Context: an optimization exercise on an open-source flow, tuned for small area, a short achievable clock period and few clock cycles. The choices shown serve that exercise and are no tape-out recipe.

==> module FAdd, before the edit <==
module FAdd(
    input rst,
    input clk,
    input  [31:0]               a,
    input  [31:0]               b,
    output reg [31:0]           c,
    output reg [2:0]            state
);
    wire a_s = a[31];
    wire b_s = b[31];
    wire [7:0] a_e = a[30:23];
    wire [7:0] b_e = b[30:23];
    wire a_h = |a_e;
    wire b_h = |b_e;
    wire a_max = &a_e;
    wire b_max = &b_e;
    wire a_mz = ~|a[22:0];
    wire b_mz = ~|b[22:0];
    wire a_inf = a_max & a_mz;
    wire b_inf = b_max & b_mz;
    wire any_nan = (a_max & ~a_mz) | (b_max & ~b_mz) | (a_inf & b_inf & (a_s ^ b_s));
    wire swap, same;
    fa_gt #(31) u_cmp(.a(b[30:0]), .b(a[30:0]), .gt(swap), .eq(same));
    wire [7:0] ea1 = {a_e[7:1], a_e[0] | ~a_h};    
    wire [7:0] eb1 = {b_e[7:1], b_e[0] | ~b_h};
    wire [7:0] d = swap ? eb1 - ea1 : ea1 - eb1;
    wire [7:0] e_big = swap ? eb1 : ea1;
    wire s_big = swap ? b_s : a_s;
    wire [23:0] m_big = swap ? {b_h, b[22:0]} : {a_h, a[22:0]};
    wire [23:0] m_sml = swap ? {a_h, a[22:0]} : {b_h, b[22:0]};
    wire sub = a_s ^ b_s;
    wire big = |d[7:5];
    reg [25:0] t;
    reg        st;
    integer k;
    always @* begin
        t = {m_sml, 2'b00};
        st = 1'b0;
        for (k = 0; k < 5; k = k + 1)
            if (d[k]) begin
                st = st | |(t & ((26'd1 << (1 << k)) - 1));
                t = t >> (1 << k);
            end
    end
    wire [25:0] al = big ? 26'd0 : t;
    wire sticky = big ? |m_sml : st;
    wire [27:0] op_s = {1'b0, al, sticky};
    wire [27:0] sum;
    fa_add #(28) u_add(.x({1'b0, m_big, 3'b000}), .y(op_s ^ {28{sub}}), .ci(sub), .s(sum));
    reg first_n;               
    reg [27:0] r_sum;
    reg [7:0]  r_e;
    reg        r_s;
    reg        r_nan;
    always @(posedge clk) begin
        first_n <= rst;
        if (!first_n) begin
            r_sum <= sum;
            r_e   <= e_big;
            r_s   <= s_big & ~(sub & same);    
            r_nan <= any_nan;
        end
    end
    reg [27:0] lim;
    integer i;
    always @* begin
        for (i = 0; i < 28; i = i + 1)
            lim[i] = (r_e == 27 - i);
    end
    wire [27:0] lz_in = r_sum | lim;
    wire [4:0] lz;
    fa_lzc u_lzc(.x({lz_in, 4'b0000}), .n(lz), .zero());
    reg [27:0] n;
    integer j;
    always @* begin
        n = r_sum;
        for (j = 4; j >= 0; j = j - 1)
            if (lz[j]) n = n << (1 << j);
    end
    wire [7:0] ex = {8{n[27]}} & (r_e + 8'd1 - {3'b0, lz});
    wire below = r_sum[27] ? |r_sum[2:0] : r_sum[26] ? |r_sum[1:0] : r_sum[25] & r_sum[0];
    wire rnd = n[3] & (below | n[4]);
    wire [30:0] pk;
    fa_inc #(31) u_inc(.x({ex, n[26:4]}), .ci(rnd), .s(pk));
    wire ovf = (r_e == 8'd254) & r_sum[27];
    always @* begin
        state = {3{first_n}};
        if (r_nan)
            c = 32'h7f800001;
        else if (&r_e | ovf)         
            c = {r_s, 8'hff, 23'd0};
        else
            c = {r_s, pk};
    end
endmodule
export LEC_CHECK = 0
export ABC_AREA = 1
export CAP_MARGIN = 20
export CORE_MARGIN = 2
export CORE_UTILIZATION = 30
export CTS_BUF_LIST = sky130_fd_sc_hd__clkbuf_8
export SETUP_SLACK_MARGIN = 1.5
export SLEW_MARGIN = 20
create_clock -name core_clock -period 10.0 [get_ports {clk}]
standard.sh (not shown) runs the stock make flow with config.mk's settings and CLKGATE_MAP_FILE= SYNTH_SCRIPT=/design/flow/synth_recipe.tcl, a recipe that flattens the netlist after the stock synthesis.
==> flow/flow/run.sh <==
#!/bin/bash
# Layout flow: the standard flow (standard.sh) with two changes.
#  1. Synthesis is the standard synthesis script, except that ABC maps
#     the logic with flow/map.abc instead of ORFS's abc_area.script.  All
#     other synthesis steps, and so every register, are unchanged.
#  2. buffer_ports uses sky130_fd_sc_hd__buf_2 for the port buffers (every
#     input and output still gets its own buffer).
set -euo pipefail
W=$(pwd)
cat > "$W/my_synth.tcl" <<EOT
proc abc {args} {
  set i [lsearch -exact \$args -script]
  if {\$i >= 0} { lset args [expr {\$i+1}] $W/flow/map.abc }
  yosys abc {*}\$args
}
source $W/synth_recipe.tcl
EOT
sed "s#SYNTH_SCRIPT=[^ ]*#SYNTH_SCRIPT=$W/my_synth.tcl#" standard.sh > my_standard.sh
grep -q "SYNTH_SCRIPT=$W/my_synth.tcl" my_standard.sh
export BUFFER_PORTS_ARGS="-buffer_cell sky130_fd_sc_hd__buf_2"
bash my_standard.sh > standard.log 2>&1
==> flow/flow/map.abc <==
&get -n
&st
&dch
&nf -R 1000
&put
topo
stime -c
buffer -c
upsize -c
dnsize -c
Change:
--- a/flow/design.v
+++ b/flow/design.v
@@ -45,7 +45,8 @@
     wire [25:0] al = big ? 26'd0 : t;
     wire sticky = big ? |m_sml : st;
-    wire [27:0] op_s = {1'b0, al, sticky};
+    wire [2:0] lo = {al[1:0], sticky};
     wire [27:0] sum;
-    fa_add #(28) u_add(.x({1'b0, m_big, 3'b000}), .y(op_s ^ {28{sub}}), .ci(sub), .s(sum));
+    assign sum[2:0] = sub ? {lo[2] ^ (lo[1] | lo[0]), lo[1] ^ lo[0], lo[0]} : lo;
+    fa_add_lc #(25) u_add(.x({1'b0, m_big}), .y({1'b0, al[25:2]} ^ {25{sub}}), .ci(sub & ~|lo), .s(sum[27:3]));
     reg first_n;               
     reg [27:0] r_sum;
@@ -79,6 +80,5 @@
     end
     wire [7:0] ex = {8{n[27]}} & (r_e + 8'd1 - {3'b0, lz});
-    wire below = r_sum[27] ? |r_sum[2:0] : r_sum[26] ? |r_sum[1:0] : r_sum[25] & r_sum[0];
-    wire rnd = n[3] & (below | n[4]);
+    wire rnd = n[3] & (n[2] | n[1] | n[0] | n[4]);
     wire [30:0] pk;
     fa_inc #(31) u_inc(.x({ex, n[26:4]}), .ci(rnd), .s(pk));
@@ -118,4 +118,28 @@
     assign s = x ^ y ^ g[M-2:0];
 endmodule
+module fa_add_lc #(parameter N = 25) (
+    input  [N-1:0] x,
+    input  [N-1:0] y,
+    input          ci,
+    output [N-1:0] s
+);
+    reg [N-1:0] g, p, gn, pn;
+    integer l, i;
+    always @* begin
+        g = x & y;
+        p = x ^ y;
+        for (l = 1; l < N; l = l * 2) begin
+            gn = g; pn = p;
+            for (i = 0; i < N; i = i + 1)
+                if ((i / l) % 2 == 1) begin
+                    gn[i] = g[i] | (p[i] & g[(i/l)*l - 1]);
+                    pn[i] = p[i] & p[(i/l)*l - 1];
+                end
+            g = gn; p = pn;
+        end
+    end
+    wire [N-1:0] c = {g[N-2:0] | (p[N-2:0] & {(N-1){ci}}), ci};
+    assign s = x ^ y ^ c;
+endmodule
 module fa_inc #(parameter N = 31) (
     input  [N-1:0] x,
What happened: Utilization grows by 1.1 points; clock skew increases by 0.0092 ns; wire length went up by 5.3%; die area goes down by 3.8%; via count goes up by 5.4%; cell count is about the same.
No run of this note included a check of the RTL's function; only the layout flow was run.

## what the ideal ports hide
The flow's constraints put no driver on any port. The routed layouts listed below were extracted and timed again, unchanged, in two steps.
Step 1 sets driving cells, clkbuf_16 on the clock port and buf_2 on the other inputs (assumed; they add their load-dependent delay and slew).
Step 2 moves the port delays by t, midway between the first and last clock arrival at a register: inputs arrive t later, outputs are due t later. That takes back most of the time a late clock gives input paths.
Slacks: ideal ports / drivers / drivers and shift; pairs: ideal ports / drivers.
run | t, ns | setup WS [ns] | hold slack, ns
the first run | 0.323 | 2.024 / 1.991 / 1.714 | 0.906 / 0.906 / 0.906
the second run | 0.320 | 1.768 / 1.780 / 1.460 | 0.876 / 0.876 / 0.876
After both steps every run listed still meets setup and hold. The setup slack of the first run, which loses most, moves by -0.033 ns with the drivers and by -0.310 ns with both steps.
